This design comes from an exercise in tuning for small area on the open sky130 flow, not from production work.
The RTL was checked by simulation tests, not by an equivalence proof against the original design.
Power and IR drop assume default switching activity.

==> design.v <==
`timescale 1ns / 1ps
module simple_gemac(
   input clk, input reset,
   output reg GMII_TX_EN, output reg GMII_TX_ER, output reg [7:0] GMII_TXD,
   input GMII_RX_DV, input GMII_RX_ER, input [7:0] GMII_RXD,
   input pause_req, input [15:0] pause_time_req, input pause_respect_en,
   input [47:0] ucast_addr, input [47:0] mcast_addr,
   input pass_ucast, input pass_mcast, input pass_bcast, input pass_pause, input pass_all,
   output [7:0] rx_data, output reg rx_valid, output rx_error, output reg rx_ack,
   input [7:0] tx_data, input tx_valid, input tx_error, output tx_ack
    );
   function [31:0] NextCRC;
      input [7:0]  D;
      input [31:0] C;
      reg [31:0]   N;
      begin
	 N[0]   = C[24]^C[30]^D[1]^D[7];
	 N[1]   = C[25]^C[31]^D[0]^D[6]^C[24]^C[30]^D[1]^D[7];
	 N[2]   = C[26]^D[5]^C[25]^C[31]^D[0]^D[6]^C[24]^C[30]^D[1]^D[7];
	 N[3]   = C[27]^D[4]^C[26]^D[5]^C[25]^C[31]^D[0]^D[6];
	 N[4]   = C[28]^D[3]^C[27]^D[4]^C[26]^D[5]^C[24]^C[30]^D[1]^D[7];
	 N[5]   = C[29]^D[2]^C[28]^D[3]^C[27]^D[4]^C[25]^C[31]^D[0]^D[6]^C[24]^C[30]^D[1]^D[7];
	 N[6]   = C[30]^D[1]^C[29]^D[2]^C[28]^D[3]^C[26]^D[5]^C[25]^C[31]^D[0]^D[6];
	 N[7]   = C[31]^D[0]^C[29]^D[2]^C[27]^D[4]^C[26]^D[5]^C[24]^D[7];
	 N[8]   = C[0]^C[28]^D[3]^C[27]^D[4]^C[25]^D[6]^C[24]^D[7];
	 N[9]   = C[1]^C[29]^D[2]^C[28]^D[3]^C[26]^D[5]^C[25]^D[6];
	 N[10]  = C[2]^C[29]^D[2]^C[27]^D[4]^C[26]^D[5]^C[24]^D[7];
	 N[11]  = C[3]^C[28]^D[3]^C[27]^D[4]^C[25]^D[6]^C[24]^D[7];
	 N[12]  = C[4]^C[29]^D[2]^C[28]^D[3]^C[26]^D[5]^C[25]^D[6]^C[24]^C[30]^D[1]^D[7];
	 N[13]  = C[5]^C[30]^D[1]^C[29]^D[2]^C[27]^D[4]^C[26]^D[5]^C[25]^C[31]^D[0]^D[6];
	 N[14]  = C[6]^C[31]^D[0]^C[30]^D[1]^C[28]^D[3]^C[27]^D[4]^C[26]^D[5];
	 N[15]  = C[7]^C[31]^D[0]^C[29]^D[2]^C[28]^D[3]^C[27]^D[4];
	 N[16]  = C[8]^C[29]^D[2]^C[28]^D[3]^C[24]^D[7];
	 N[17]  = C[9]^C[30]^D[1]^C[29]^D[2]^C[25]^D[6];
	 N[18]  = C[10]^C[31]^D[0]^C[30]^D[1]^C[26]^D[5];
	 N[19]  = C[11]^C[31]^D[0]^C[27]^D[4];
	 N[20]  = C[12]^C[28]^D[3];
	 N[21]  = C[13]^C[29]^D[2];
	 N[22]  = C[14]^C[24]^D[7];
	 N[23]  = C[15]^C[25]^D[6]^C[24]^C[30]^D[1]^D[7];
	 N[24]  = C[16]^C[26]^D[5]^C[25]^C[31]^D[0]^D[6];
	 N[25]  = C[17]^C[27]^D[4]^C[26]^D[5];
	 N[26]  = C[18]^C[28]^D[3]^C[27]^D[4]^C[24]^C[30]^D[1]^D[7];
	 N[27]  = C[19]^C[29]^D[2]^C[28]^D[3]^C[25]^C[31]^D[0]^D[6];
	 N[28]  = C[20]^C[30]^D[1]^C[29]^D[2]^C[26]^D[5];
	 N[29]  = C[21]^C[31]^D[0]^C[30]^D[1]^C[27]^D[4];
	 N[30]  = C[22]^C[31]^D[0]^C[28]^D[3];
	 N[31]  = C[23]^C[29]^D[2];
	 NextCRC = N;
      end
   endfunction
   reg rst, rst_int;
   always @(posedge clk or posedge reset)
     if(reset)
       {rst,rst_int} <= 2'b11;
     else
       {rst,rst_int} <= {rst_int,1'b0};
   localparam RX_IDLE 		  = 5'd0;
   localparam RX_PREAMBLE 	  = 5'd1;
   localparam RX_FRAME 		  = 5'd2;
   localparam RX_GOODFRAME 	  = 5'd3;
   localparam RX_DO_PAUSE 	  = 5'd4;
   localparam RX_ERROR 		  = 5'd5;
   localparam RX_DROP 		  = 5'd6;
   localparam RX_PAUSE 		  = 5'd16;
   localparam RX_PAUSE_CHK88 	  = 5'd21;
   localparam RX_PAUSE_CHK08 	  = 5'd22;
   localparam RX_PAUSE_CHK00 	  = 5'd23;
   localparam RX_PAUSE_CHK01 	  = 5'd24;
   localparam RX_PAUSE_STORE_MSB  = 5'd25;
   localparam RX_PAUSE_STORE_LSB  = 5'd26;
   localparam RX_PAUSE_WAIT_CRC   = 5'd27;
   reg [7:0] rxd_d1;
   reg 	     rx_dv_d1, rx_er_d1;
   always @(posedge clk)
     begin
	rx_dv_d1 <= GMII_RX_DV;
	rx_er_d1 <= GMII_RX_ER;
	rxd_d1 	 <= GMII_RXD;
     end
   reg [7:0] rx_dl0, rx_dl1, rx_dl2, rx_dl3, rx_dl4, rx_dl5, rx_dl6;
   always @(posedge clk)
     begin
	rx_dl0 <= rxd_d1;
	rx_dl1 <= rx_dl0;
	rx_dl2 <= rx_dl1;
	rx_dl3 <= rx_dl2;
	rx_dl4 <= rx_dl3;
	rx_dl5 <= rx_dl4;
	rx_dl6 <= rx_dl5;
     end
   assign rx_data = rx_dl6;
   reg [4:0] rx_state;
   wire rx_idle = (rx_state == RX_IDLE);
   assign rx_error = (rx_state == RX_ERROR);
   wire rx_calc = (rx_state == RX_FRAME) | rx_state[4];
   reg go_filt;
   always @(posedge clk)
     go_filt <= (rx_state == RX_PREAMBLE) & (rxd_d1 == 8'hD5);
   reg [2:0] af_pos;      
   reg af_u, af_m, af_b, af_p;
   always @(posedge clk)
     if(rst)
       af_pos <= 3'd0;
     else if(go_filt)
       af_pos <= 3'd1;
     else if((af_pos != 3'd0) & (af_pos != 3'd6))
       af_pos <= af_pos + 3'd1;
     else
       af_pos <= 3'd0;
   wire [2:0] af_idx = go_filt ? 3'd0 : af_pos;
   reg [7:0] u_byte, m_byte, p_byte;
   always @*
     case(af_idx)
       3'd0 : begin u_byte = ucast_addr[47:40]; m_byte = mcast_addr[47:40]; p_byte = 8'h01; end
       3'd1 : begin u_byte = ucast_addr[39:32]; m_byte = mcast_addr[39:32]; p_byte = 8'h80; end
       3'd2 : begin u_byte = ucast_addr[31:24]; m_byte = mcast_addr[31:24]; p_byte = 8'hC2; end
       3'd3 : begin u_byte = ucast_addr[23:16]; m_byte = mcast_addr[23:16]; p_byte = 8'h00; end
       3'd4 : begin u_byte = ucast_addr[15:8];  m_byte = mcast_addr[15:8];  p_byte = 8'h00; end
       default : begin u_byte = ucast_addr[7:0]; m_byte = mcast_addr[7:0]; p_byte = 8'h01; end
     endcase
   wire af_cont = go_filt;
   always @(posedge clk)
     begin
	af_u <= (go_filt | af_u) & (rxd_d1 == u_byte);
	af_m <= (go_filt | af_m) & (rxd_d1 == m_byte);
	af_b <= (go_filt | af_b) & (rxd_d1 == 8'hFF);
	af_p <= (go_filt | af_p) & (rxd_d1 == p_byte);
     end
   wire af_done = (af_pos == 3'd6);
   wire is_pause = af_done & af_p;
   wire keep_packet = pass_all | (af_done & ((pass_ucast & af_u) | (pass_mcast & af_m) |
					     (pass_bcast & af_b) | (pass_pause & af_p)));
   always @(posedge clk)
     if(rst)
       rx_ack <= 1'b0;
     else
       rx_ack <= (rx_state == RX_GOODFRAME);
   always @(posedge clk)
     if(rst)
       rx_valid <= 1'b0;
     else if(keep_packet)
       rx_valid <= 1'b1;
     else if(rx_idle | rx_error)
       rx_valid <= 1'b0;
   reg [15:0] pkt_len_ctr;
   always @(posedge clk)
     if(rx_idle)
       pkt_len_ctr <= 16'd0;
     else
       pkt_len_ctr <= pkt_len_ctr + 16'd1;
   wire pkt_long_enough = (pkt_len_ctr >= 16'd71);
   reg [31:0] rx_crc;
   always @(posedge clk)
     if(rx_calc)
       rx_crc <= NextCRC(rxd_d1, rx_crc);
     else
       rx_crc <= 32'hffffffff;
   wire match_crc = (rx_crc == 32'hc704_dd7b);
   always @(posedge clk)
     if(rst)
       rx_state <= RX_IDLE;
     else if(rx_er_d1)
       rx_state <= RX_ERROR;
     else
       case(rx_state)
	 RX_IDLE :
	   if(rx_dv_d1)
	     if(rxd_d1 == 8'h55)
	       rx_state <= RX_PREAMBLE;
	     else
	       rx_state <= RX_ERROR;
	 RX_PREAMBLE :
	   if(~rx_dv_d1)
	     rx_state <= RX_ERROR;
	   else if(rxd_d1 == 8'hD5)
	     rx_state <= RX_FRAME;
	   else if(rxd_d1 != 8'h55)
	     rx_state <= RX_ERROR;
	 RX_FRAME :
	   if(is_pause)
	     rx_state <= RX_PAUSE;
	   else if(~rx_dv_d1)
	     if(match_crc)
	       rx_state <= RX_GOODFRAME;
	     else
	       rx_state <= RX_ERROR;
	 RX_PAUSE_CHK88 :
	   rx_state <= (rxd_d1 != 8'h88) ? RX_DROP : RX_PAUSE_CHK08;
	 RX_PAUSE_CHK08 :
	   rx_state <= (rxd_d1 != 8'h08) ? RX_DROP : RX_PAUSE_CHK00;
	 RX_PAUSE_CHK00 :
	   rx_state <= (rxd_d1 != 8'h00) ? RX_DROP : RX_PAUSE_CHK01;
	 RX_PAUSE_CHK01 :
	   rx_state <= (rxd_d1 != 8'h01) ? RX_DROP : RX_PAUSE_STORE_MSB;
	 RX_PAUSE_WAIT_CRC :
	   if(pkt_long_enough)
	     rx_state <= match_crc ? RX_DO_PAUSE : RX_DROP;
	 RX_DO_PAUSE, RX_GOODFRAME :
	   rx_state <= RX_IDLE;
	 RX_DROP, RX_ERROR :
	   if(~rx_dv_d1)
	     rx_state <= RX_IDLE;
	 default :
	   rx_state <= rx_state + 5'd1;
       endcase
   reg [15:0] pause_quanta_rcvd;
   always @(posedge clk)
     if(rx_state == RX_PAUSE_STORE_MSB)
       pause_quanta_rcvd[15:8] <= rxd_d1;
     else if(rx_state == RX_PAUSE_STORE_LSB)
       pause_quanta_rcvd[7:0] <= rxd_d1;
   reg pqval_d1;
   always @(posedge clk)
     pqval_d1 <= (rx_state == RX_DO_PAUSE);    
   reg [21:0] pause_quanta_counter;
   reg 	      paused;
   wire       pause_cnt_nz = (pause_quanta_counter != 22'd0);
   always @(posedge clk or posedge rst)
     if(rst)
       pause_quanta_counter <= 22'd0;
     else if(pqval_d1)
       pause_quanta_counter <= {pause_quanta_rcvd, 6'b0};
     else if(pause_cnt_nz & paused)
       pause_quanta_counter <= pause_quanta_counter - 22'd1;
   wire pause_apply = pause_respect_en & pause_cnt_nz;
   localparam TX_IDLE  = 4'd0;
   localparam TX_HDR   = 4'd1;     
   localparam TX_FIRST = 4'd2;
   localparam TX_INF   = 4'd3;
   localparam TX_INF2  = 4'd4;
   localparam TX_PAD   = 4'd5;
   localparam TX_ERR   = 4'd6;
   localparam TX_PHDR  = 4'd7;     
   localparam TX_CRC0  = 4'd12;
   localparam TX_CRC1  = 4'd13;
   localparam TX_CRC2  = 4'd14;
   localparam TX_CRC3  = 4'd15;
   reg [3:0] tx_state;
   reg [6:0] tx_ctr;
   wire      tx_idle = (tx_state == TX_IDLE);
   wire      tx_in_crc = (tx_state[3:2] == 2'b11);
   wire      tx_ctr_z = (tx_ctr == 7'd0);
   reg 	     send_pause;
   reg [15:0] pause_time_held;
   reg [7:0]  pause_dat;
   reg 	      tx_en_pre, tx_er_pre;
   reg [7:0]  txd_pre;
   reg [31:0] tx_crc;
   always @(posedge clk)
     if(rst)
       send_pause <= 1'b0;
     else if(pause_req)
       send_pause <= 1'b1;
     else if((tx_state == TX_PHDR) & tx_ctr_z)
       send_pause <= 1'b0;
   always @(posedge clk)
     if(pause_req)
       pause_time_held <= pause_time_req;
   always @(posedge clk)
     if(rst)
       begin
	  tx_state <= TX_IDLE;
	  tx_ctr   <= 7'd28;          
       end
     else
       begin
	  case(tx_state)
	    TX_CRC3 : tx_ctr <= 7'd116;   
	    TX_ERR  : tx_ctr <= 7'd0;
	    TX_IDLE : if(~tx_ctr_z) tx_ctr <= tx_ctr + 7'd1;
	    default : tx_ctr <= tx_ctr + 7'd1;
	  endcase
	  case(tx_state)
	    TX_IDLE :
	      if(tx_ctr_z)
		if(send_pause)
		  tx_state <= TX_PHDR;
		else if(tx_valid & ~pause_apply)
		  tx_state <= TX_HDR;
	    TX_HDR :
	      if(tx_ctr == 7'd7)
		tx_state <= TX_FIRST;
	    TX_FIRST :
	      if(tx_error)
		tx_state <= TX_ERR;
	      else if(~tx_valid)
		tx_state <= TX_PAD;
	      else
		tx_state <= TX_INF;
	    TX_INF :
	      if(tx_error)
		tx_state <= TX_ERR;
	      else if(~tx_valid)
		tx_state <= TX_PAD;
	      else if(tx_ctr == 7'd67)
		tx_state <= TX_INF2;
	    TX_INF2 :
	      if(tx_error)
		tx_state <= TX_ERR;
	      else if(~tx_valid)
		tx_state <= TX_CRC0;
	    TX_PAD :
	      if(tx_ctr == 7'd68)
		tx_state <= TX_CRC0;
	    TX_PHDR :
	      if(tx_ctr == 7'd25)
		tx_state <= TX_PAD;
	    TX_ERR, TX_CRC3 :
	      tx_state <= TX_IDLE;
	    TX_CRC0, TX_CRC1, TX_CRC2 :
	      tx_state <= tx_state + 4'd1;
	    default :
	      tx_state <= TX_IDLE;
	  endcase
       end
   always @(posedge clk)
     case(tx_ctr)
       7'd7  : pause_dat <= 8'h01;
       7'd8  : pause_dat <= 8'h80;
       7'd9  : pause_dat <= 8'hC2;
       7'd10 : pause_dat <= 8'h00;
       7'd11 : pause_dat <= 8'h00;
       7'd12 : pause_dat <= 8'h01;
       7'd13 : pause_dat <= ucast_addr[47:40];
       7'd14 : pause_dat <= ucast_addr[39:32];
       7'd15 : pause_dat <= ucast_addr[31:24];
       7'd16 : pause_dat <= ucast_addr[23:16];
       7'd17 : pause_dat <= ucast_addr[15:8];
       7'd18 : pause_dat <= ucast_addr[7:0];
       7'd19 : pause_dat <= 8'h88;
       7'd20 : pause_dat <= 8'h08;
       7'd21 : pause_dat <= 8'h00;
       7'd22 : pause_dat <= 8'h01;
       7'd23 : pause_dat <= pause_time_held[15:8];
       7'd24 : pause_dat <= pause_time_held[7:0];
     endcase
   wire tx_data_st = (tx_state == TX_FIRST) | (tx_state == TX_INF) | (tx_state == TX_INF2);
   always @(posedge clk)
     if(rst)
       begin
	  tx_en_pre <= 1'b0;
	  tx_er_pre <= 1'b0;
	  txd_pre   <= 8'h00;
       end
     else
       begin
	  tx_en_pre <= ~tx_idle & (tx_state != TX_CRC3);
	  tx_er_pre <= (tx_state == TX_ERR);
	  if((tx_state == TX_HDR) | (tx_state == TX_PHDR))
	    txd_pre <= (tx_ctr < 7'd7) ? 8'h55 : (tx_ctr == 7'd7) ? 8'hD5 : pause_dat;
	  else if(tx_data_st & tx_valid)
	    txd_pre <= tx_data;
	  else
	    txd_pre <= 8'h00;
       end
   wire tx_calc = (tx_state == TX_INF) | (tx_state == TX_INF2) | (tx_state == TX_PAD) |
		  ((tx_state == TX_PHDR) & (tx_ctr >= 7'd9));
   always @(posedge clk)
     if(tx_calc)
       tx_crc <= NextCRC(txd_pre, tx_crc);
     else if(~tx_in_crc)
       tx_crc <= 32'hffffffff;
   assign tx_ack = (tx_state == TX_FIRST);
   always @(posedge clk)
     begin
	GMII_TX_EN <= tx_en_pre;
	GMII_TX_ER <= tx_er_pre;
	case(tx_state)
	  TX_CRC0 : GMII_TXD <= ~{tx_crc[24],tx_crc[25],tx_crc[26],tx_crc[27],tx_crc[28],tx_crc[29],tx_crc[30],tx_crc[31]};
	  TX_CRC1 : GMII_TXD <= ~{tx_crc[16],tx_crc[17],tx_crc[18],tx_crc[19],tx_crc[20],tx_crc[21],tx_crc[22],tx_crc[23]};
	  TX_CRC2 : GMII_TXD <= ~{tx_crc[8],tx_crc[9],tx_crc[10],tx_crc[11],tx_crc[12],tx_crc[13],tx_crc[14],tx_crc[15]};
	  TX_CRC3 : GMII_TXD <= ~{tx_crc[0],tx_crc[1],tx_crc[2],tx_crc[3],tx_crc[4],tx_crc[5],tx_crc[6],tx_crc[7]};
	  default : GMII_TXD <= txd_pre;
	endcase
     end
   always @(posedge clk)
     paused <= pause_apply & (paused | tx_idle);
endmodule
==> run.sh <==
#!/bin/bash
# synth_recipe.tcl (not shown) runs the flow's synth.tcl, then flattens the netlist and writes it again
# the make line also repeats each setting of config.mk as NAME=value (left out here)
make -C /OpenROAD-flow-scripts/flow DESIGN_CONFIG=/design/flow/config.mk WORK_HOME=/design/flow/orfs CLKGATE_MAP_FILE= SYNTH_SCRIPT=/design/flow/synth_recipe.tcl finish
==> config.mk <==
export PLATFORM = sky130hd
export DESIGN_NAME = simple_gemac
export DESIGN_NICKNAME = simple_gemac
export VERILOG_FILES = /design/flow/design.v
export SDC_FILE = /design/flow/constraint.sdc
export NUM_CORES = 4
export LEC_CHECK = 0
export ABC_AREA = 1
export CAP_MARGIN = 20
export CORE_MARGIN = 2
export CORE_UTILIZATION = 40
export CTS_BUF_LIST = sky130_fd_sc_hd__clkbuf_2
export PLACE_DENSITY = 0.6
export SLEW_MARGIN = 20
==> constraint.sdc <==
create_clock -name core_clock -period 8.0 [get_ports {clk}]
set_input_delay 1.6000 -clock core_clock [delete_from_list [all_inputs] [get_ports {clk}]]
set_output_delay 1.6000 -clock core_clock [all_outputs]
set_load 0.01 [all_outputs]
==> results.yml, run 1 <==
outcome:
  outcome: "timing/DRC/antenna clean"
detailed_routing:
  routedWlPerCell_um: 17.42
  drt-initial-drc-count: 968
  drc_errors: 0
  vias: 12210
  drt_wl_total_mm: 41.49
  firstDrtPassIters: 5
  final_antenna_net_count: 0
  drt-vias-per-instance: 5.125
floorplanning:
  fp.coreArea_sq_um: 33450
  die_h_um: 188.1
  die_area_sq_um: 35370
  die_x_um: 188.1
  start_util: 0.4052
  fp-row-count: 67
  boundaryPins: 163
yosys:
  ys_top_cells_by_area: "dfxtp_1 (24%), edfxtp_1 (16%), nand2_1 (9.6%)"
  postSynthCellCount: 1660
  yosys.area.top_type: "dfxtp_1"
  yosys.area.top_type_share: 0.2407
  seq_area_frac_synth: 0.4448
  synthFlopType: "dfxtp_1"
  ys_seq_elements: 259
  yosys_warnings: 1
  syn_nets: 1819
  synth_edf_count: 72
  async_reset_ff_frac: 0.09266
  synth.distinct_cells: 55
  avgSynthCellArea_sq_um: 8.165
  syn_area_sq_um: 13550
timing:
  skew_ns: 0.07369
  max_freq_mhz: 243.6
  worst_slack_ns: 3.895
  post-route-period-util: 0.5131
  tightest_slew_ns: 1.125
  setup_viol: 0
  maxSlewViolCount: 0
  hold_viol_final: 0
  grt_setup_unrepaired: "false"
  fin_setup_tns_ns: 0
  relSlewSlack: 0.2442
  min_period_ns: 4.105
  whs_ns: 0.3155
clock_network:
  clock_sinks: 259
  numCtsBuffers: 74
  holdBufCountCts: 0
  clock-root-buffer: "clkbuf_2"
  clkTransAtPathRegs_ns: 0.11
  post-cts-setup-buffers: 0
  ctsResizeCount: 0
  insertion_delay_ns: 0.94
  clockBufferDepth: 3
  cts_tree: "yes"
  htree_levels: 3
critical_path:
  end_kind: "primary output"
  path_buf_inv: 2
  max_stage_delay_ns: 0.57
  worstSetupStartpointType: "flop"
  critical_path_required_ns: 6.40
  path_max_fanout: 6
  r2r_setup_slack_ns: 4.89
  crit_type: "flop to primary output"
  crit_family: "buffers and inverters"
  cp_cell_sequence: "nor2_1 -> nand2_1 -> inv_1 -> clkdlybuf4s50_1"
  critPathArrivalTime_ns: 2.50
  slowest_stage: "clkdlybuf4s50_1"
grt:
  grt_max_degree: 35
  overflow: 0
  antenna_found_initial: 2
  grt_pass1_wl_mm: 65.36
  grt_use_total: 0.2360
  grt_pass1_vias: 11880
cells_and_area:
  finalNonFillerCells: 2382
  mostFrequentLayoutCell: "nand2_1"
  final_nets: 2029
  fill_cells: 3288
  drive_above_1_share: 0.09839
  area_growth_pct: 20.84
  mostFrequentLayoutCells: "nand2_1 (346), nor2_1 (171), inv_1 (165)"
power:
  p_leak_nw: 6.949
  peakVddDrop_mv: 0.1473
  cellPowerDensity_nw_per_um2: 282.4
  p_total_mw: 4.626
flow_run:
  max_cap_viol_count: 0
placement:
  place_worst_setup_slack_ns: 4.850
  io_buffers: 162
  dp.final_hpwl_mm: 30.75
  dp_cells: 2242
  place_congestion: 0.9540
hold_path:
  hold_path_class: "flop to flop"
## final cells by class
class | count | area, sq um | share of cell area
Antenna cell | 3 | 7.507 | 0.0004583
Clock buffer | 116 | 580.6 | 0.03544
Clock inverter | 21 | 147.6 | 0.009014
Inverter | 171 | 641.9 | 0.03919
Multi-Input combinational cell | 1190 | 6701 | 0.4091
Sequential cell | 259 | 6028 | 0.3680
Tap cell | 448 | 560.5 | 0.03422
Timing Repair Buffer | 174 | 1712 | 0.1045
## routing by layer
metal	global-route usage	vias up	routed length, um
met5	0	-	0
met4	0.07965	0	874
met3	0.04885	81	2696
met2	0.3836	468	19290
met1	0.3127	5698	18630
li1	-	5961	-
## logic make-up after synthesis
group	Yosys count	synth area share
AND/OR/NAND/NOR	777	0.2502
flip-flops	259	0.4448
buffers and inverters	211	0.06194
AO/OA/AOI/OAI	208	0.09360
XOR/XNOR	186	0.1326
adder cells (fa/ha/maj)	18	0.01662
other	1	0.0002767
## cell usage after synthesis (4+ instances only)
master,number
buf_2,21
xnor2_4,5
a221oi_1,13
or2_1,4
or2_2,21
edfxtp_1,72
a22o_1,5
a21o_1,4
ha_1,18
o22ai_1,14
nand4_1,58
dfxtp_1,163
o21ai_0,68
xor2_1,104
xnor2_1,67
xnor2_2,7
a211oi_1,7
inv_2,4
inv_1,165
nor3_1,40
nor2_1,172
dfrtp_1,22
nand3_1,113
nor4_1,5
o21ai_1,5
clkbuf_1,16
a21oi_1,48
a21boi_0,14
o211ai_1,17
nand2_1,347
## path summary, 6_finish.rpt
| check | start | to | depth (start not counted) |
|---|---|---|---|
| setup / recovery | tx_state[2]$_SDFFE_PP0P_ | tx_ack | 4 |
| hold / removal | rx_dl0[1]$_DFF_P_ | rx_dl1[1]$_DFF_P_ | 0 |
| setup reg to reg | tx_state[2]$_SDFFE_PP0P_ | GMII_TXD[5]$_DFF_P_ | 7 |
| hold reg to reg | rx_dl0[1]$_DFF_P_ | rx_dl1[1]$_DFF_P_ | 0 |
| max in group asynchronous | rst$_DFF_PP1_ | pause_quanta_counter[16]$_DFFE_PP0P_ | 2 |
| min in group asynchronous | rst$_DFF_PP1_ | pause_quanta_counter[9]$_DFFE_PP0P_ | 2 |
## metrics by stage
stage	utilization	cell area, sq um
after global placement	0.4674	15630
after detailed placement	0.4674	15630
after CTS	0.4892	16360
after floorplan	-	13550
after global routing	0.4897	16380
final	0.4897	16380
## flip-flops by register name, indices dropped and copies added, names as in the netlist, 4 cells and up
signal                flops
tx_crc                   32
txd_pre                   8
rxd_d1                    8
pause_quanta_rcvd        16
rx_dl0                    8
rx_dl6                    8
rx_dl3                    8
rx_crc                   32
pause_time_held          16
tx_ctr                    7
rx_dl5                    8
rx_dl2                    8
rx_state                  5
rx_dl1                    8
rx_dl4                    8
pause_quanta_counter     22
tx_state                  4
pause_dat                 8
pkt_len_ctr              16
GMII_TXD                  8
## power breakdown
part | leakage (nW) | total [mW] | internal, mW | switching [mW]
clock | 0.549 | 1.03 | 0.451 | 0.583
sequential | 2.29 | 1.79 | 1.59 | 0.202
combinational | 4.11 | 1.80 | 0.745 | 1.06
==> run 2, diff against run 1 <==
--- a/config.mk
+++ b/config.mk
@@ -6,9 +6,7 @@
 export NUM_CORES = 4
 export LEC_CHECK = 0
-export ABC_AREA = 1
 export CAP_MARGIN = 20
 export CORE_MARGIN = 2
 export CORE_UTILIZATION = 40
-export CTS_BUF_LIST = sky130_fd_sc_hd__clkbuf_2
 export PLACE_DENSITY = 0.6
 export SLEW_MARGIN = 20
==> run 2 against run 1 <==
Net effect: still clean; flip-flop and latch count did not move; synthesized cell count is 20% lower; setup slack better by 0.098 ns; design area decreased by 4.0%; routed wire length decreased by 17%; count of clock-buffer cells in the layout decreased by 76; non-clock buffer count up 4; critical endpoint unchanged; largest cell class unchanged; largest power group is now sequential cells.
==> results.yml, run 2 <==
timing:
  setup_viol: 0
  fin_setup_tns_ns: 0
  max_freq_mhz: 249.6
  skew_ns: 0.01113
  grt_setup_unrepaired: "false"
  worst_slack_ns: 3.993
  relSlewSlack: 0.3325
  min_period_ns: 4.007
  tightest_slew_ns: 0.9941
  post-route-period-util: 0.5008
  hold_viol_final: 0
  whs_ns: 0.3223
  maxSlewViolCount: 0
cells_and_area:
  stdcell_area_sq_um: 15730
  utilization: 0.4985
  area_growth_pct: 22.92
  final_nets: 1617
  insertedDiodeCount: 0
  finalNonFillerCells: 1883
  multiInputGateArea_sq_um: 6354
  drive_above_1_share: 0.07225
  mostFrequentLayoutCells: "dfxtp_1 (162), clkdlybuf4s50_1 (162), nand2_1 (128)"
  largest_registers: "rx_crc x32, tx_crc x32, pause_quanta_counter x22"
  ff_latch_area_sq_um: 6030
  fill_cells: 2958
power:
  peakVddDrop_mv: 0.2154
  p_leak_nw: 5.587
  p_total_mw: 4.506
  cellPowerDensity_nw_per_um2: 286.5
grt:
  antenna_found_initial: 0
  grt_pass1_wl_mm: 54.03
  grt_use_total: 0.2014
  use_met2: 0.3167
  grt_pass1_vias: 9762
  met3_usage: 0.03813
  busiest_layer: "met2"
  grt_util_met1: 0.2867
  overflow: 0
  grt_max_degree: 46
placement:
  place_congestion: 0.9010
  io_buffers: 162
  placed_cell_area_sq_um: 14760
  dp_cells: 1829
  place_worst_setup_slack_ns: 4.489
  dp.final_hpwl_mm: 24.27
detailed_routing:
  final_antenna_net_count: 0
  firstDrtPassIters: 7
  drt-vias-per-instance: 5.451
  drc_errors: 0
  drt_wl_total_mm: 34.31
  routedWlPerCell_um: 18.22
  vias: 10270
  drt-initial-drc-count: 899
floorplanning:
  die_area_sq_um: 33440
  fp-row-count: 65
  boundaryPins: 163
  fp.coreArea_sq_um: 31560
  start_util: 0.4056
  die_x_um: 182.9
  die_h_um: 182.9
hold_path:
  whs_path_depth: 0
  worstHoldStart: "rx_dl0[2]$_DFF_P_"
  min_to: "rx_dl1[2]$_DFF_P_"
  hold_path_class: "flop to flop"
critical_path:
  timing.rr.start: "rxd_d1[7]$_DFF_P_"
  critical_path_required_ns: 6.40
  worstSetupStartpointType: "flop"
  end_kind: "primary output"
  cp_cell_sequence: "inv_1 -> ha_1 -> and2_1 -> clkdlybuf4s50_1"
  critPathArrivalTime_ns: 2.41
  crit_type: "flop to primary output"
  max_stage_delay_ns: 0.60
  r2r-end: "rx_crc[4]$_SDFF_PN1_"
  r2r_setup_slack_ns: 5.17
  path_max_fanout: 15
  rr_worst_depth: 5
  slowest_stage: "ha_1"
yosys:
  syn_area_sq_um: 12800
  ys_seq_elements: 259
  synth_commonest_cells: "dfxtp_1 (163), nand2_1 (128), xnor2_1 (125)"
  async_reset_ff_frac: 0.09266
  seq_area_frac_synth: 0.4711
  syn_nets: 1480
  synth_edf_count: 72
  avgSynthCellArea_sq_um: 9.688
  ys_top_cells_by_area: "dfxtp_1 (25%), edfxtp_1 (17%), xnor2_1 (8.6%)"
  postSynthCellCount: 1321
  yosys.area.top_type_share: 0.2550
  synth.distinct_cells: 81
  yosysMostFrequentCell: "dfxtp_1"
  yosys.area.top_type: "dfxtp_1"
  synthFlopType: "dfxtp_1"
  yosys_warnings: 1
clock_network:
  clock-root-buffer: "clkbuf_16"
  cts_tree: "yes"
  numCtsBuffers: 29
  holdBufCountCts: 0
  ctsResizeCount: 0
  post-cts-setup-buffers: 0
  htree_levels: 1
  clockBufferDepth: 3
  clkTransAtPathRegs_ns: 0.06
  clock_sinks: 259
  insertion_delay_ns: 0.56
outcome:
  outcome: "timing/DRC/antenna clean"
flow_run:
  max_cap_viol_count: 0
run 2: power by group:
group	switching [mW]	internal (mW)	leakage [nW]
clock	0.546	0.776	0.465
sequential	0.186	1.54	2.27
combinational	0.781	0.676	2.85
total	1.51	2.99	5.59
run 2: cells by family after synthesis:
family | share of synthesized area
simple gates | 0.1865
compound gates | 0.1386
flops | 0.4711
xor+xnor | 0.1363
buf+inv | 0.03363
mux | 0.01594
fa+ha+maj | 0.01760
other cells | 0.0002930
run 2: worst max-delay path, delay by kind of cell, from the launching register on:
family	cells	cell delay (ns)
adder cells (fa/ha/maj)	1	0.60
AND/OR/NAND/NOR	1	0.24
buffers and inverters	2	0.66
flip-flops	1	0.35
run 2: how the worst max path moves through the flow:
stage                         to                startpoint  cells after the start  slack [ns]
floorplan           af_u$_DFF_P_            ucast_addr[22]                      6        5.19
global placement    af_u$_DFF_P_            ucast_addr[35]                      7        4.53
detailed placement  af_u$_DFF_P_            ucast_addr[19]                      7        4.49
CTS                       tx_ack  tx_state[0]$_SDFFE_PP0P_                      4        3.97
global route              tx_ack  tx_state[0]$_SDFFE_PP0P_                      4        3.86
finish                    tx_ack  tx_state[0]$_SDFFE_PP0P_                      4        3.99
run 2: cell type report:
cell class,instances,area share
clock buffers,40,0.05130
clock inverters,14,0.009704
inverters,38,0.009068
multi-input cells,952,0.4039
flip-flops and latches,259,0.3833
well taps,402,0.03198
repair buffers,178,0.1107
run 2: per-layer routing:
metal / part of all wire / up-vias / routed length (um)
met3: 0.076 / 56 / 2621
met4: 0.019 / 0 / 655
met1: 0.45 / 4837 / 15600
met5: 0 / - / 0
li1: - / 4979 / -
met2: 0.45 / 393 / 15440
==> run 3, diff against run 2 <==
--- a/design.v
+++ b/design.v
@@ -1,3 +1,58 @@
 `timescale 1ns / 1ps
+module crc32_next
+  (input [7:0] T,
+   input [23:0] C,
+   output [31:0] N);
+   wire x0 = T[2] ^ T[7];
+   wire x1 = T[0] ^ T[6];
+   wire x2 = T[1] ^ T[4];
+   wire x3 = T[5] ^ x2;
+   wire x4 = T[0] ^ T[3];
+   wire x5 = T[3] ^ T[7];
+   wire x6 = T[1] ^ x0;
+   wire x7 = T[6] ^ x0;
+   wire x8 = T[3] ^ T[4];
+   wire x9 = T[5] ^ T[6];
+   wire x10 = T[3] ^ x6;
+   wire x11 = x1 ^ x8;
+   wire x12 = T[2] ^ x3;
+   wire x13 = x2 ^ x4;
+   wire x14 = T[4] ^ T[5];
+   wire x15 = T[5] ^ x4;
+   wire x16 = T[1] ^ x1;
+   assign N[0] = x1;
+   assign N[1] = T[7] ^ x16;
+   assign N[2] = x1 ^ x6;
+   assign N[3] = x10;
+   assign N[4] = T[2] ^ x11;
+   assign N[5] = x1 ^ x3 ^ x5;
+   assign N[6] = x3 ^ x7;
+   assign N[7] = x0 ^ x15;
+   assign N[8] = C[0] ^ x13;
+   assign N[9] = C[1] ^ x12;
+   assign N[10] = C[2] ^ T[2] ^ x15;
+   assign N[11] = C[3] ^ x13;
+   assign N[12] = C[4] ^ x1 ^ x12;
+   assign N[13] = C[5] ^ x10 ^ x9;
+   assign N[14] = C[6] ^ x7 ^ x8;
+   assign N[15] = C[7] ^ x14 ^ x5;
+   assign N[16] = C[8] ^ T[0] ^ x14;
+   assign N[17] = C[9] ^ T[1] ^ x9;
+   assign N[18] = C[10] ^ x7;
+   assign N[19] = C[11] ^ x5;
+   assign N[20] = C[12] ^ T[4];
+   assign N[21] = C[13] ^ T[5];
+   assign N[22] = C[14] ^ T[0];
+   assign N[23] = C[15] ^ x16;
+   assign N[24] = C[16] ^ x6;
+   assign N[25] = C[17] ^ T[2] ^ T[3];
+   assign N[26] = C[18] ^ x11;
+   assign N[27] = C[19] ^ T[7] ^ x3;
+   assign N[28] = C[20] ^ T[2] ^ x9;
+   assign N[29] = C[21] ^ T[6] ^ x5;
+   assign N[30] = C[22] ^ T[4] ^ T[7];
+   assign N[31] = C[23] ^ T[5];
+endmodule
+`timescale 1ns / 1ps
 module simple_gemac(
    input clk, input reset,
@@ -10,44 +65,4 @@
    input [7:0] tx_data, input tx_valid, input tx_error, output tx_ack
     );
-   function [31:0] NextCRC;
-      input [7:0]  D;
-      input [31:0] C;
-      reg [31:0]   N;
-      begin
-	 N[0]   = C[24]^C[30]^D[1]^D[7];
-	 N[1]   = C[25]^C[31]^D[0]^D[6]^C[24]^C[30]^D[1]^D[7];
-	 N[2]   = C[26]^D[5]^C[25]^C[31]^D[0]^D[6]^C[24]^C[30]^D[1]^D[7];
-	 N[3]   = C[27]^D[4]^C[26]^D[5]^C[25]^C[31]^D[0]^D[6];
-	 N[4]   = C[28]^D[3]^C[27]^D[4]^C[26]^D[5]^C[24]^C[30]^D[1]^D[7];
-	 N[5]   = C[29]^D[2]^C[28]^D[3]^C[27]^D[4]^C[25]^C[31]^D[0]^D[6]^C[24]^C[30]^D[1]^D[7];
-	 N[6]   = C[30]^D[1]^C[29]^D[2]^C[28]^D[3]^C[26]^D[5]^C[25]^C[31]^D[0]^D[6];
-	 N[7]   = C[31]^D[0]^C[29]^D[2]^C[27]^D[4]^C[26]^D[5]^C[24]^D[7];
-	 N[8]   = C[0]^C[28]^D[3]^C[27]^D[4]^C[25]^D[6]^C[24]^D[7];
-	 N[9]   = C[1]^C[29]^D[2]^C[28]^D[3]^C[26]^D[5]^C[25]^D[6];
-	 N[10]  = C[2]^C[29]^D[2]^C[27]^D[4]^C[26]^D[5]^C[24]^D[7];
-	 N[11]  = C[3]^C[28]^D[3]^C[27]^D[4]^C[25]^D[6]^C[24]^D[7];
-	 N[12]  = C[4]^C[29]^D[2]^C[28]^D[3]^C[26]^D[5]^C[25]^D[6]^C[24]^C[30]^D[1]^D[7];
-	 N[13]  = C[5]^C[30]^D[1]^C[29]^D[2]^C[27]^D[4]^C[26]^D[5]^C[25]^C[31]^D[0]^D[6];
-	 N[14]  = C[6]^C[31]^D[0]^C[30]^D[1]^C[28]^D[3]^C[27]^D[4]^C[26]^D[5];
-	 N[15]  = C[7]^C[31]^D[0]^C[29]^D[2]^C[28]^D[3]^C[27]^D[4];
-	 N[16]  = C[8]^C[29]^D[2]^C[28]^D[3]^C[24]^D[7];
-	 N[17]  = C[9]^C[30]^D[1]^C[29]^D[2]^C[25]^D[6];
-	 N[18]  = C[10]^C[31]^D[0]^C[30]^D[1]^C[26]^D[5];
-	 N[19]  = C[11]^C[31]^D[0]^C[27]^D[4];
-	 N[20]  = C[12]^C[28]^D[3];
-	 N[21]  = C[13]^C[29]^D[2];
-	 N[22]  = C[14]^C[24]^D[7];
-	 N[23]  = C[15]^C[25]^D[6]^C[24]^C[30]^D[1]^D[7];
-	 N[24]  = C[16]^C[26]^D[5]^C[25]^C[31]^D[0]^D[6];
-	 N[25]  = C[17]^C[27]^D[4]^C[26]^D[5];
-	 N[26]  = C[18]^C[28]^D[3]^C[27]^D[4]^C[24]^C[30]^D[1]^D[7];
-	 N[27]  = C[19]^C[29]^D[2]^C[28]^D[3]^C[25]^C[31]^D[0]^D[6];
-	 N[28]  = C[20]^C[30]^D[1]^C[29]^D[2]^C[26]^D[5];
-	 N[29]  = C[21]^C[31]^D[0]^C[30]^D[1]^C[27]^D[4];
-	 N[30]  = C[22]^C[31]^D[0]^C[28]^D[3];
-	 N[31]  = C[23]^C[29]^D[2];
-	 NextCRC = N;
-      end
-   endfunction
    reg rst, rst_int;
    always @(posedge clk or posedge reset)
@@ -152,7 +167,11 @@
    wire pkt_long_enough = (pkt_len_ctr >= 16'd71);
    reg [31:0] rx_crc;
+   wire [31:0] rx_crc_next;
+   crc32_next rx_crc32
+     (.T(rx_crc[31:24] ^ {rxd_d1[0],rxd_d1[1],rxd_d1[2],rxd_d1[3],rxd_d1[4],rxd_d1[5],rxd_d1[6],rxd_d1[7]}),
+      .C(rx_crc[23:0]), .N(rx_crc_next));
    always @(posedge clk)
      if(rx_calc)
-       rx_crc <= NextCRC(rxd_d1, rx_crc);
+       rx_crc <= rx_crc_next;
      else
        rx_crc <= 32'hffffffff;
@@ -337,4 +356,8 @@
      endcase
    wire tx_data_st = (tx_state == TX_FIRST) | (tx_state == TX_INF) | (tx_state == TX_INF2);
+   wire tx_fcs_next = ((tx_state == TX_INF2) & ~tx_error & ~tx_valid) |
+		      ((tx_state == TX_PAD) & (tx_ctr == 7'd68)) |
+		      (tx_state == TX_CRC0) | (tx_state == TX_CRC1) | (tx_state == TX_CRC2);
+   wire [31:0] tx_crc_next;
    always @(posedge clk)
      if(rst)
@@ -350,4 +373,7 @@
 	  if((tx_state == TX_HDR) | (tx_state == TX_PHDR))
 	    txd_pre <= (tx_ctr < 7'd7) ? 8'h55 : (tx_ctr == 7'd7) ? 8'hD5 : pause_dat;
+	  else if(tx_fcs_next)
+	    txd_pre <= ~{tx_crc_next[24],tx_crc_next[25],tx_crc_next[26],tx_crc_next[27],
+			 tx_crc_next[28],tx_crc_next[29],tx_crc_next[30],tx_crc_next[31]};
 	  else if(tx_data_st & tx_valid)
 	    txd_pre <= tx_data;
@@ -356,9 +382,12 @@
        end
    wire tx_calc = (tx_state == TX_INF) | (tx_state == TX_INF2) | (tx_state == TX_PAD) |
-		  ((tx_state == TX_PHDR) & (tx_ctr >= 7'd9));
+		  ((tx_state == TX_PHDR) & (tx_ctr >= 7'd9)) | tx_in_crc;
+   crc32_next tx_crc32
+     (.T((tx_crc[31:24] ^ {txd_pre[0],txd_pre[1],txd_pre[2],txd_pre[3],txd_pre[4],txd_pre[5],txd_pre[6],txd_pre[7]}) & {8{~tx_in_crc}}),
+      .C(tx_crc[23:0]), .N(tx_crc_next));
    always @(posedge clk)
      if(tx_calc)
-       tx_crc <= NextCRC(txd_pre, tx_crc);
-     else if(~tx_in_crc)
+       tx_crc <= tx_crc_next;
+     else
        tx_crc <= 32'hffffffff;
    assign tx_ack = (tx_state == TX_FIRST);
@@ -367,11 +396,5 @@
 	GMII_TX_EN <= tx_en_pre;
 	GMII_TX_ER <= tx_er_pre;
-	case(tx_state)
-	  TX_CRC0 : GMII_TXD <= ~{tx_crc[24],tx_crc[25],tx_crc[26],tx_crc[27],tx_crc[28],tx_crc[29],tx_crc[30],tx_crc[31]};
-	  TX_CRC1 : GMII_TXD <= ~{tx_crc[16],tx_crc[17],tx_crc[18],tx_crc[19],tx_crc[20],tx_crc[21],tx_crc[22],tx_crc[23]};
-	  TX_CRC2 : GMII_TXD <= ~{tx_crc[8],tx_crc[9],tx_crc[10],tx_crc[11],tx_crc[12],tx_crc[13],tx_crc[14],tx_crc[15]};
-	  TX_CRC3 : GMII_TXD <= ~{tx_crc[0],tx_crc[1],tx_crc[2],tx_crc[3],tx_crc[4],tx_crc[5],tx_crc[6],tx_crc[7]};
-	  default : GMII_TXD <= txd_pre;
-	endcase
+	GMII_TXD   <= txd_pre;
      end
    always @(posedge clk)
==> flow/run.sh (new file) <==
#!/bin/bash
# Own layout flow: the standard flow, with
#  - the combinational logic of the standard synthesis re-mapped by ABC for area
#    (registers kept exactly as the standard synthesis made them),
#  - small port buffers (every port still gets its own buffer),
#  - a clock tree of smaller buffers and no dummy loads.
set -euo pipefail
cd "$(dirname "$0")/.."
W=$PWD
R=$W/orfs/results/$FLOW_PLATFORM/simple_gemac/base

export BUFFER_PORTS_ARGS="-buffer_cell sky130_fd_sc_hd__buf_1"
export CTS_ARGS="-sink_clustering_enable -repair_clock_nets -buf_list sky130_fd_sc_hd__clkbuf_8 -root_buf sky130_fd_sc_hd__clkbuf_8 -dont_use_dummy_load"

bash standard.sh synth > $W/flow_synth.log 2>&1
cp $R/1_2_yosys.v $W/1_2_yosys.standard.v
bash flow/resynth.ys.sh $W/1_2_yosys.standard.v $W/1_2_yosys.resynth.v $W/flow/deepsyn.abc $W/flow_resynth.log
cp $W/1_2_yosys.resynth.v $R/1_2_yosys.v
touch $R/1_2_yosys.v
bash standard.sh finish > $W/flow_finish.log 2>&1
==> flow/deepsyn.abc (new file) <==
strash
&get -n
&deepsyn -T 60
&put
dch -f
amap
topo
==> flow/resynth.ys.sh (new file) <==
#!/bin/bash
# resynth.ys.sh IN.v OUT.v ABC_SCRIPT LOG
# Re-maps the combinational cells of the standard synthesis's netlist with ABC.
# Flip-flops (and tie cells) stay as they are: same instances, names and cell types.
set -euo pipefail
IN=$1; OUT=$2; SCR=$3; LOG=$4
LIB=$FLOW_HOME/platforms/sky130hd/lib/sky130_fd_sc_hd__tt_025C_1v80.lib
DU=""
for c in $(sed -n '/DONT_USE_CELLS/,/^$/p' $FLOW_HOME/platforms/sky130hd/config.mk | grep -o 'sky130_fd_sc_hd__[a-z0-9_]*'); do DU="$DU -dont_use $c"; done
yosys -l $LOG -p "
read_liberty -ignore_miss_func $LIB
blackbox sky130_fd_sc_hd__df* sky130_fd_sc_hd__edf* sky130_fd_sc_hd__sdf* sky130_fd_sc_hd__dl* sky130_fd_sc_hd__sedf* sky130_fd_sc_hd__conb*
read_verilog $IN
hierarchy -top $FLOW_TOP
flatten
opt -purge
abc -liberty $LIB $DU -script $SCR
opt_clean -purge
hilomap -singleton -hicell sky130_fd_sc_hd__conb_1 HI -locell sky130_fd_sc_hd__conb_1 LO
splitnets
opt_clean -purge
stat -liberty $LIB
write_verilog -noattr -nohex -nodec -selected $OUT
" > /dev/null
==> standard.sh (new file) <==
#!/bin/bash
# synth_recipe.tcl (not shown) runs the flow's synth.tcl, then flattens the netlist and writes it again
# the make line also repeats each setting of config.mk as NAME=value (left out here)
make -C /OpenROAD-flow-scripts/flow DESIGN_CONFIG=/design/flow/config.mk WORK_HOME=/design/flow/orfs CLKGATE_MAP_FILE= SYNTH_SCRIPT=/design/flow/synth_recipe.tcl "${@:-finish}"
removed: run.sh
==> run 3 against run 2 <==
Net effect: global-route usage up 4.0 points; synthesized cell count down 5.4%; sequential share of layout area rose by 7.6 points; critical path type is now flop to flop; largest cell class is now registers; highest routed layer unchanged.
==> results.yml, run 3 <==
grt:
  grt_max_degree: 33
  antenna_found_initial: 0
  grt_use_total: 0.2418
  grt_pass1_wl_mm: 52.95
  overflow: 0
  grt_pass1_vias: 9351
critical_path:
  crit_type: "flop to flop"
  path_max_fanout: 3
  r2r_setup_slack_ns: 3.31
  crit_top_cell: "nor2_1"
  end_kind: "flop"
  critPathArrivalTime_ns: 5.13
  slowest_stage: "or3_1"
  worstSetupStartpointType: "flop"
  max_stage_delay_ns: 0.38
  critical_path_required_ns: 8.44
placement:
  place_worst_setup_slack_ns: 3.324
  dp_cells: 1757
  placed_cell_area_sq_um: 11820
  place_congestion: 0.9765
  io_buffers: 162
  dp.final_hpwl_mm: 26.39
clock_network:
  insertion_delay_ns: 0.55
  clkTransAtPathRegs_ns: 0.06
  post-cts-setup-buffers: 0
  clockBufferDepth: 3
  htree_levels: 2
  numCtsBuffers: 44
  cts_tree: "yes"
  clock-root-buffer: "clkbuf_8"
  clock_sinks: 259
  ctsResizeCount: 0
  holdBufCountCts: 0
floorplanning:
  fp.coreArea_sq_um: 26650
  boundaryPins: 163
  start_util: 0.4035
  die_area_sq_um: 28210
  die_h_um: 168.0
  fp-row-count: 60
  die_x_um: 168.0
timing:
  setup_viol: 0
  grt_setup_unrepaired: "false"
  hold_viol_final: 0
  tightest_slew_ns: 1.041
  maxSlewViolCount: 0
  post-route-period-util: 0.5857
  relSlewSlack: 0.3036
  min_period_ns: 4.686
  fin_setup_tns_ns: 0
  worst_slack_ns: 3.314
  max_freq_mhz: 213.4
  skew_ns: 0.03288
  whs_ns: 0.3151
yosys:
  syn_area_sq_um: 10750
  avgSynthCellArea_sq_um: 8.602
  syn_nets: 1391
  yosys_warnings: 1
  postSynthCellCount: 1250
cells_and_area:
  mostFrequentLayoutCell: "nor2_1"
  final_nets: 1603
  multiInputGateArea_sq_um: 4365
  finalNonFillerCells: 1801
  drive_above_1_share: 0.03425
  utilization: 0.4662
  mostFrequentLayoutCells: "nor2_1 (228), dfxtp_1 (195), clkinv_1 (181)"
  fill_cells: 2640
  ff_latch_area_sq_um: 5708
  largest_registers: "rx_crc x32, tx_crc x32, pause_quanta_counter x22"
  insertedDiodeCount: 0
  area_growth_pct: 15.53
  stdcell_area_sq_um: 12420
power:
  peakVddDrop_mv: 0.1295
  cellPowerDensity_nw_per_um2: 308.7
  p_total_mw: 3.836
  p_leak_nw: 4.356
detailed_routing:
  drc_errors: 0
  drt-initial-drc-count: 953
  routedWlPerCell_um: 19.17
  vias: 10120
  drt_wl_total_mm: 34.53
  drt-vias-per-instance: 5.618
  firstDrtPassIters: 5
  final_antenna_net_count: 0
flow_run:
  max_cap_viol_count: 0
hold_path:
  hold_path_class: "flop to flop"
outcome:
  outcome: "timing/DRC/antenna clean"
## run 3: cell types whose count changed in the layout (fill, tap and decap cells not counted), moves of 47 or more
| cell | delta |
|---|---|
| clkinv_1 | +177 |
| buf_1 | +162 |
| clkdlybuf4s50_1 | -162 |
| nor2_1 | +136 |
| xnor2_1 | -125 |
| xor2_1 | -63 |
| o22ai_1 | +61 |
| nand2_1 | -47 |
## run 3: final cells by class
type / instances / area share
inverters: 181 / 0.05469
well taps: 341 / 0.03434
clock buffers: 44 / 0.04875
flip-flops and latches: 259 / 0.4595
repair buffers: 166 / 0.05136
multi-input cells: 810 / 0.3514
## run 3: final timing paths
path                                                           from                                   end  cells past startpoint
worst max register to register  pause_quanta_counter[3]$_DFFE_PP0P_  pause_quanta_counter[21]$_DFFE_PP0P_                     32
worst max-delay path            pause_quanta_counter[3]$_DFFE_PP0P_  pause_quanta_counter[21]$_DFFE_PP0P_                     32
max in group asynchronous                                     reset                     rst_int$_DFF_PP1_                      2
min in group asynchronous                             rst$_DFF_PP1_  pause_quanta_counter[19]$_DFFE_PP0P_                      2
worst min register to register                    rx_dl4[3]$_DFF_P_                     rx_dl5[3]$_DFF_P_                      0
worst min-delay path                              rx_dl4[3]$_DFF_P_                     rx_dl5[3]$_DFF_P_                      0
## run 3: per-layer routing
metal  vias to the layer above  wire length [um]  share of wire  GRT usage
met5                         -                 0              0          0
met4                         0              1203          0.035    0.08847
met3                        92              2771          0.080    0.05101
met2                       461             15220           0.44     0.3717
met1                      4654             15330           0.44     0.3365
li1                       4911                 -              -          -
## run 3: critical path, delay by kind of cell, from the launching register on
family	cells	cell delay [ns]
AOI/OAI and AO/OA	1	0.13
buffers and inverters	10	1.03
DFF	1	0.36
and+or+nand+nor	21	3.07
## run 3: where the power goes
group / switching [mW] / total (mW) / internal [mW]
Sequential: 0.128 / 1.65 / 1.53
Clock: 0.469 / 0.952 / 0.483
Combinational: 0.827 / 1.23 / 0.402
Total: 1.42 / 3.84 / 2.41
==> run 4, diff against run 3 <==
--- a/flow/run.sh
+++ b/flow/run.sh
@@ -11,9 +11,9 @@
 
 export BUFFER_PORTS_ARGS="-buffer_cell sky130_fd_sc_hd__buf_1"
-export CTS_ARGS="-sink_clustering_enable -repair_clock_nets -buf_list sky130_fd_sc_hd__clkbuf_8 -root_buf sky130_fd_sc_hd__clkbuf_8 -dont_use_dummy_load"
+export CTS_ARGS="-sink_clustering_enable -repair_clock_nets -buf_list sky130_fd_sc_hd__clkbuf_8 -root_buf sky130_fd_sc_hd__clkbuf_8 -dont_use_dummy_load -sink_clustering_size 20 -sink_clustering_max_diameter 50"
 
 bash standard.sh synth > $W/flow_synth.log 2>&1
 cp $R/1_2_yosys.v $W/1_2_yosys.standard.v
-bash flow/resynth.ys.sh $W/1_2_yosys.standard.v $W/1_2_yosys.resynth.v $W/flow/deepsyn.abc $W/flow_resynth.log
+bash flow/resynth.ys.sh $W/1_2_yosys.standard.v $W/1_2_yosys.resynth.v $W/flow/area.abc $W/flow_resynth.log
 cp $W/1_2_yosys.resynth.v $R/1_2_yosys.v
 touch $R/1_2_yosys.v
==> flow/area.abc (new file) <==
strash
&get -n
&deepsyn -T 60
&dch -f
&nf -R 1000
&put
--- a/config.mk
+++ b/config.mk
@@ -8,5 +8,5 @@
 export CAP_MARGIN = 20
 export CORE_MARGIN = 2
-export CORE_UTILIZATION = 40
-export PLACE_DENSITY = 0.6
+export CORE_UTILIZATION = 70
+export PLACE_DENSITY = 0.8
 export SLEW_MARGIN = 20
removed: flow/deepsyn.abc
==> run 4 against run 3 <==
Net effect: core utilization rose by 33 points; first-iteration DRC count fell by 13%; still clean; clock power shrank 35%; cell count decreased by 20%; flip-flop and latch count is the same; critical endpoint is now pause_quanta_counter[20]$_DFFE_PP0P_; highest routed layer unchanged; area after synthesis decreased by 2.2%; fmax down 6.6%; critical path depth down 13; sequential share of layout area grew 2.9 points; die area down 43%.
==> results.yml, run 4 <==
outcome:
  outcome: "timing/DRC/antenna clean"
cells_and_area:
  largest_registers: "rx_crc x32, tx_crc x32, pause_quanta_counter x22"
  mostFrequentLayoutCell: "dfxtp_1"
  area_growth_pct: 11.08
  drive_above_1_share: 0.02303
  insertedDiodeCount: 0
  final_nets: 1402
  mostFrequentLayoutCells: "dfxtp_1 (194), buf_1 (162), nor2_1 (104)"
detailed_routing:
  vias: 9114
  final_antenna_net_count: 0
  drc_errors: 0
  routedWlPerCell_um: 19.16
  drt_wl_total_mm: 27.65
  drt-initial-drc-count: 833
  drt-vias-per-instance: 6.316
  firstDrtPassIters: 7
floorplanning:
  die_area_sq_um: 16020
  die_x_um: 126.6
  start_util: 0.7208
  fp.coreArea_sq_um: 14590
  boundaryPins: 163
  fp-row-count: 44
  die_h_um: 126.6
timing:
  hold_viol_final: 0
  skew_ns: 0.07137
  grt_setup_unrepaired: "false"
  maxSlewViolCount: 0
  worst_slack_ns: 2.983
  relSlewSlack: 0.3521
  min_period_ns: 5.017
  post-route-period-util: 0.6271
  tightest_slew_ns: 0.9659
  fin_setup_tns_ns: 0
  setup_viol: 0
  max_freq_mhz: 199.3
grt:
  grt_pass1_vias: 8982
  grt_pass1_wl_mm: 44.48
  grt_use_total: 0.3448
  overflow: 0
  grt_max_degree: 38
  antenna_found_initial: 0
clock_network:
  clock_sinks: 259
  holdBufCountCts: 0
  ctsResizeCount: 0
  clock-root-buffer: "clkbuf_8"
  clkTransAtPathRegs_ns: 0.10
  post-cts-setup-buffers: 0
  cts_tree: "yes"
  insertion_delay_ns: 0.54
  numCtsBuffers: 21
  htree_levels: 1
  clockBufferDepth: 3
critical_path:
  slowest_stage: "dfrtp_1"
  critPathArrivalTime_ns: 5.43
  path_buf_inv: 1
  end_kind: "flop"
  max_stage_delay_ns: 0.43
  path_max_fanout: 4
  worstSetupStartpointType: "flop"
  crit_type: "flop to flop"
  cp_cell_sequence: "nor4_1 -> nand4_1 -> nor2_1 -> or3b_1 -> nor3_1 -> clkinv_1 -> or3_1 -> nor3_1 -> nand2b_1 -> nor3_1 -> nand2b_1 -> nor2_1 -> nand2_1 -> or3_1 -> nor3_1 -> nand2b_1 -> nor2_1 -> nor2_1 -> a221o_1"
  critical_path_required_ns: 8.41
  crit_family: "simple AND/OR/NAND/NOR gates"
hold_path:
  hold_path_class: "flop to flop"
yosys:
  avgSynthCellArea_sq_um: 9.810
  yosys_warnings: 1
  postSynthCellCount: 1072
  syn_nets: 1213
  syn_area_sq_um: 10520
placement:
  place_congestion: 0.9754
  io_buffers: 162
  dp.final_hpwl_mm: 19.90
  place_worst_setup_slack_ns: 3.128
power:
  peakVddDrop_mv: 0.2096
  p_leak_nw: 4.127
  cellPowerDensity_nw_per_um2: 316.2
flow_run:
  max_cap_viol_count: 0
==> run 4: worst paths after layout <==
path	from	to	slack [ns]	depth (start not counted)
min	rx_dl2[7]$_DFF_P_	rx_dl3[7]$_DFF_P_	0.32	0
min in group asynchronous	rst$_DFF_PP1_	pause_quanta_counter[9]$_DFFE_PP0P_	0.56	1
max in group asynchronous	reset	rst$_DFF_PP1_	6.92	2
max reg2reg	pause_quanta_counter[14]$_DFFE_PP0P_	pause_quanta_counter[20]$_DFFE_PP0P_	2.98	19
max	pause_quanta_counter[14]$_DFFE_PP0P_	pause_quanta_counter[20]$_DFFE_PP0P_	2.98	19
min reg2reg	rx_dl2[7]$_DFF_P_	rx_dl3[7]$_DFF_P_	0.32	0
==> run 4: report_power, final <==
part / switching [mW] / internal, mW
clock: 0.384 / 0.236
sequential: 0.166 / 1.53
combinational: 0.836 / 0.543
==> run 4: area by class of cell <==
type                    count  area, sq um
clock buffers              21        289.0
fillers                   980         2908
inverters                  10        37.54
multi-input cells         803         4777
flip-flops and latches    259         5709
well taps                 184        230.2
repair buffers            166        638.1
==> run 4: layer usage <==
layer	GRT usage	vias to the layer above	wire length, um
met5	0	-	0
met4	0.1629	0	1246
met3	0.05905	98	2218
met2	0.5819	527	13330
met1	0.4332	4217	10850
li1	-	4272	-
==> run 4: through the flow <==
stage | total power [mW] | utilization | instance area, sq um | instances | hold WS [ns]
after floorplan | 2.713 | - | 10520 | 1072 | 0.3096
after global placement | 3.014 | 0.7808 | 11390 | 1422 | 0.3100
after detailed placement | 3.061 | 0.7808 | 11390 | 1422 | 0.3121
after CTS | 3.677 | 0.8006 | 11680 | 1443 | 0.3245
after global routing | 3.903 | 0.8007 | 11680 | 1443 | 0.3261
final | 3.693 | 0.8007 | 11680 | 1443 | 0.3200
==> run 5, diff against run 4 <==
--- a/design.v
+++ b/design.v
@@ -233,14 +233,26 @@
    always @(posedge clk)
      pqval_d1 <= (rx_state == RX_DO_PAUSE);    
-   reg [21:0] pause_quanta_counter;
+   reg [15:0] pause_hi;
+   reg [5:0]  pause_lo;
    reg 	      paused;
-   wire       pause_cnt_nz = (pause_quanta_counter != 22'd0);
+   wire       pause_lo_z = (pause_lo == 6'd0);
+   wire       pause_cnt_nz = (pause_hi != 16'd0) | ~pause_lo_z;
    always @(posedge clk or posedge rst)
      if(rst)
-       pause_quanta_counter <= 22'd0;
+       begin
+	  pause_hi <= 16'd0;
+	  pause_lo <= 6'd0;
+       end
      else if(pqval_d1)
-       pause_quanta_counter <= {pause_quanta_rcvd, 6'b0};
+       begin
+	  pause_hi <= pause_quanta_rcvd;
+	  pause_lo <= 6'd0;
+       end
      else if(pause_cnt_nz & paused)
-       pause_quanta_counter <= pause_quanta_counter - 22'd1;
+       begin
+	  pause_lo <= {pause_lo[4:0], pause_lo[5] ^ pause_lo[4] ^ (pause_lo[4:0] == 5'd0)};
+	  if(pause_lo_z)
+	    pause_hi <= pause_hi - 16'd1;
+       end
    wire pause_apply = pause_respect_en & pause_cnt_nz;
    localparam TX_IDLE  = 4'd0;
@@ -353,5 +365,5 @@
        7'd22 : pause_dat <= 8'h01;
        7'd23 : pause_dat <= pause_time_held[15:8];
-       7'd24 : pause_dat <= pause_time_held[7:0];
+       default : pause_dat <= pause_time_held[7:0];    
      endcase
    wire tx_data_st = (tx_state == TX_FIRST) | (tx_state == TX_INF) | (tx_state == TX_INF2);
==> run 5 against run 4 <==
Net effect: register-to-register slack improved by 1.0 ns; setup slack improved by 1.0 ns; power shrank 9.5%; clock skew rose by 0.0036 ns; worst hold slack got worse by 0.026 ns; global-route usage up 3.6 points; area after synthesis fell by 1.7%; critical path type unchanged; critical endpoint is now pause_hi[10]$_DFFE_PP0P_.
==> results.yml, run 5 <==
clock_network:
  clkTransAtPathRegs_ns: 0.11
  numCtsBuffers: 22
  htree_levels: 1
  clockBufferDepth: 3
  clock-root-buffer: "clkbuf_8"
  holdBufCountCts: 0
  ctsResizeCount: 0
  cts_tree: "yes"
  insertion_delay_ns: 0.56
  clock_sinks: 259
  post-cts-setup-buffers: 0
critical_path:
  r2r_setup_slack_ns: 4.01
  critical_path_required_ns: 8.37
  crit_type: "flop to flop"
  worstSetupStartpointType: "flop"
  critPathArrivalTime_ns: 4.36
  end_kind: "flop"
  path_max_fanout: 5
power:
  peakVddDrop_mv: 0.1780
  cellPowerDensity_nw_per_um2: 290.6
  p_leak_nw: 4.099
yosys:
  syn_area_sq_um: 10340
  postSynthCellCount: 1058
  syn_nets: 1199
  yosys_warnings: 1
  avgSynthCellArea_sq_um: 9.770
timing:
  skew_ns: 0.07495
  setup_viol: 0
  grt_setup_unrepaired: "false"
  relSlewSlack: 0.2123
  max_freq_mhz: 250.8
  hold_viol_final: 0
  min_period_ns: 3.988
  whs_ns: 0.2945
  fin_setup_tns_ns: 0
  tightest_slew_ns: 1.173
  maxSlewViolCount: 0
  post-route-period-util: 0.4985
grt:
  grt_max_degree: 31
  busiest_layer: "met2"
  grt_use_total: 0.3810
  overflow: 0
  antenna_found_initial: 0
  grt_pass1_vias: 9085
  use_met2: 0.6375
  grt_pass1_wl_mm: 47.65
  grt_util_met1: 0.4897
  met3_usage: 0.05691
detailed_routing:
  routedWlPerCell_um: 21.44
  drc_errors: 0
  final_antenna_net_count: 0
  drt-initial-drc-count: 1207
  drt_wl_total_mm: 30.68
  drt-vias-per-instance: 6.652
  firstDrtPassIters: 6
  vias: 9519
placement:
  place_congestion: 1.080
  io_buffers: 162
  dp.final_hpwl_mm: 22.33
cells_and_area:
  largest_registers: "rx_crc x32, tx_crc x32"
  drive_above_1_share: 0.02247
  mostFrequentLayoutCells: "dfxtp_1 (203), buf_1 (162), nand2_1 (112)"
  fill_cells: 923
  mostFrequentLayoutCell: "dfxtp_1"
  area_growth_pct: 11.35
  final_nets: 1389
outcome:
  outcome: "timing/DRC/antenna clean"
floorplanning:
  die_h_um: 125.5
  die_area_sq_um: 15750
  die_x_um: 125.5
  start_util: 0.7139
  fp-row-count: 44
  fp.coreArea_sq_um: 14480
  boundaryPins: 163
flow_run:
  max_cap_viol_count: 0
hold_path:
  hold_path_class: "flop to flop"
==> run 5: changes by cell type in the layout (fill, tap and decap cells not counted), moves of 12 or more <==
cell	before	now
a21oi_1	92	75
nand2_1	97	112
o22ai_1	30	15
a22oi_1	16	28
==> run 5: worst max-delay path, stage by stage, from the launching register on <==
cell      delay (ns)
dfrtp_1         0.42
nor4_1          0.42
nor2_1          0.12
or2_0           0.27
nor2_1          0.21
nand2_1         0.11
or2_0           0.34
nor4_1          0.42
nand2b_1        0.20
nor3_1          0.44
nand2b_1        0.27
nor3_1          0.31
xnor2_1         0.17
o21ai_0         0.11
==> run 5: area by class of cell <==
| type | instances | area (sq um) | area share |
|---|---|---|---|
| antenna | 1 | 2.502 | 0.0002174 |
| tap | 184 | 230.2 | 0.02000 |
| timing repair buffer | 166 | 638.1 | 0.05544 |
| sequential | 259 | 5628 | 0.4890 |
| multi-input combinational | 783 | 4648 | 0.4038 |
| inverter | 16 | 60.06 | 0.005218 |
| clock buffer | 22 | 302.8 | 0.02631 |
==> run 5: through the flow <==
step	cells	setup WS [ns]	area, sq um	power, mW	utilization
2_1_floorplan	1058	5.109	10340	2.382	-
3_3_place_gp	1408	4.865	11200	2.625	0.7739
3_5_place_dp	1408	4.452	11200	2.680	0.7739
4_1_cts	1430	4.258	11510	3.313	0.7948
5_1_grt	1430	3.759	11510	3.493	0.7948
6_report	1431	4.012	11510	3.344	0.7949
==> run 5: final timing paths <==
path / from / depth (start not counted) / to
min: rx_dl0[5]$_DFF_P_ / 0 / rx_dl1[5]$_DFF_P_
min reg2reg: rx_dl0[5]$_DFF_P_ / 0 / rx_dl1[5]$_DFF_P_
max reg2reg: pause_lo[1]$_DFFE_PP0P_ / 13 / pause_hi[10]$_DFFE_PP0P_
max in group asynchronous: reset / 2 / rst$_DFF_PP1_
max: pause_lo[1]$_DFFE_PP0P_ / 13 / pause_hi[10]$_DFFE_PP0P_
min in group asynchronous: rst$_DFF_PP1_ / 2 / pause_hi[8]$_DFFE_PP0P_
==> run 5: power by group <==
part           total (mW)  internal (mW)  switching, mW
sequential           1.64           1.49          0.151
combinational        1.07          0.404          0.669
clock               0.632          0.246          0.386
==> run 5: per-layer routing <==
layer  up-vias  share of wire
met5         -              0
met4         0          0.053
met3       146           0.10
met2       746           0.48
met1      4392           0.37
li1       4235              -

afterwards: timing with drivers on the ports:
No port has a modelled driver above. Below, the same layouts with a new extraction and two added sets of constraints.
Step 1 sets driving cells, clkbuf_16 on the clock port and buf_2 on the other inputs (assumed; they add their load-dependent delay and slew).
Step 2 times the ports against the registers' clock, not the clock port: input delays grow and output delays shrink by t, the midpoint of the rising clock arrivals with the driver on.
a / b / c = no drivers / after step 1 / after step 2; a / b = the first two.
run	t (ns)	setup WS [ns]	latest minus earliest clock arrival (ns)	cell pins on the clock port's net
run 1	0.948	3.895 / 3.842 / 4.790	0.083 / 0.083	1
run 2	0.601	3.993 / 3.942 / 4.436	0.013 / 0.013	1
run 3	0.579	3.314 / 3.314 / 3.314	0.039 / 0.039	1
run 4	0.546	2.983 / 2.983 / 2.983	0.074 / 0.075	1
run 5	0.558	4.012 / 4.012 / 4.012	0.075 / 0.076	1
After both steps every run listed still meets setup and hold.
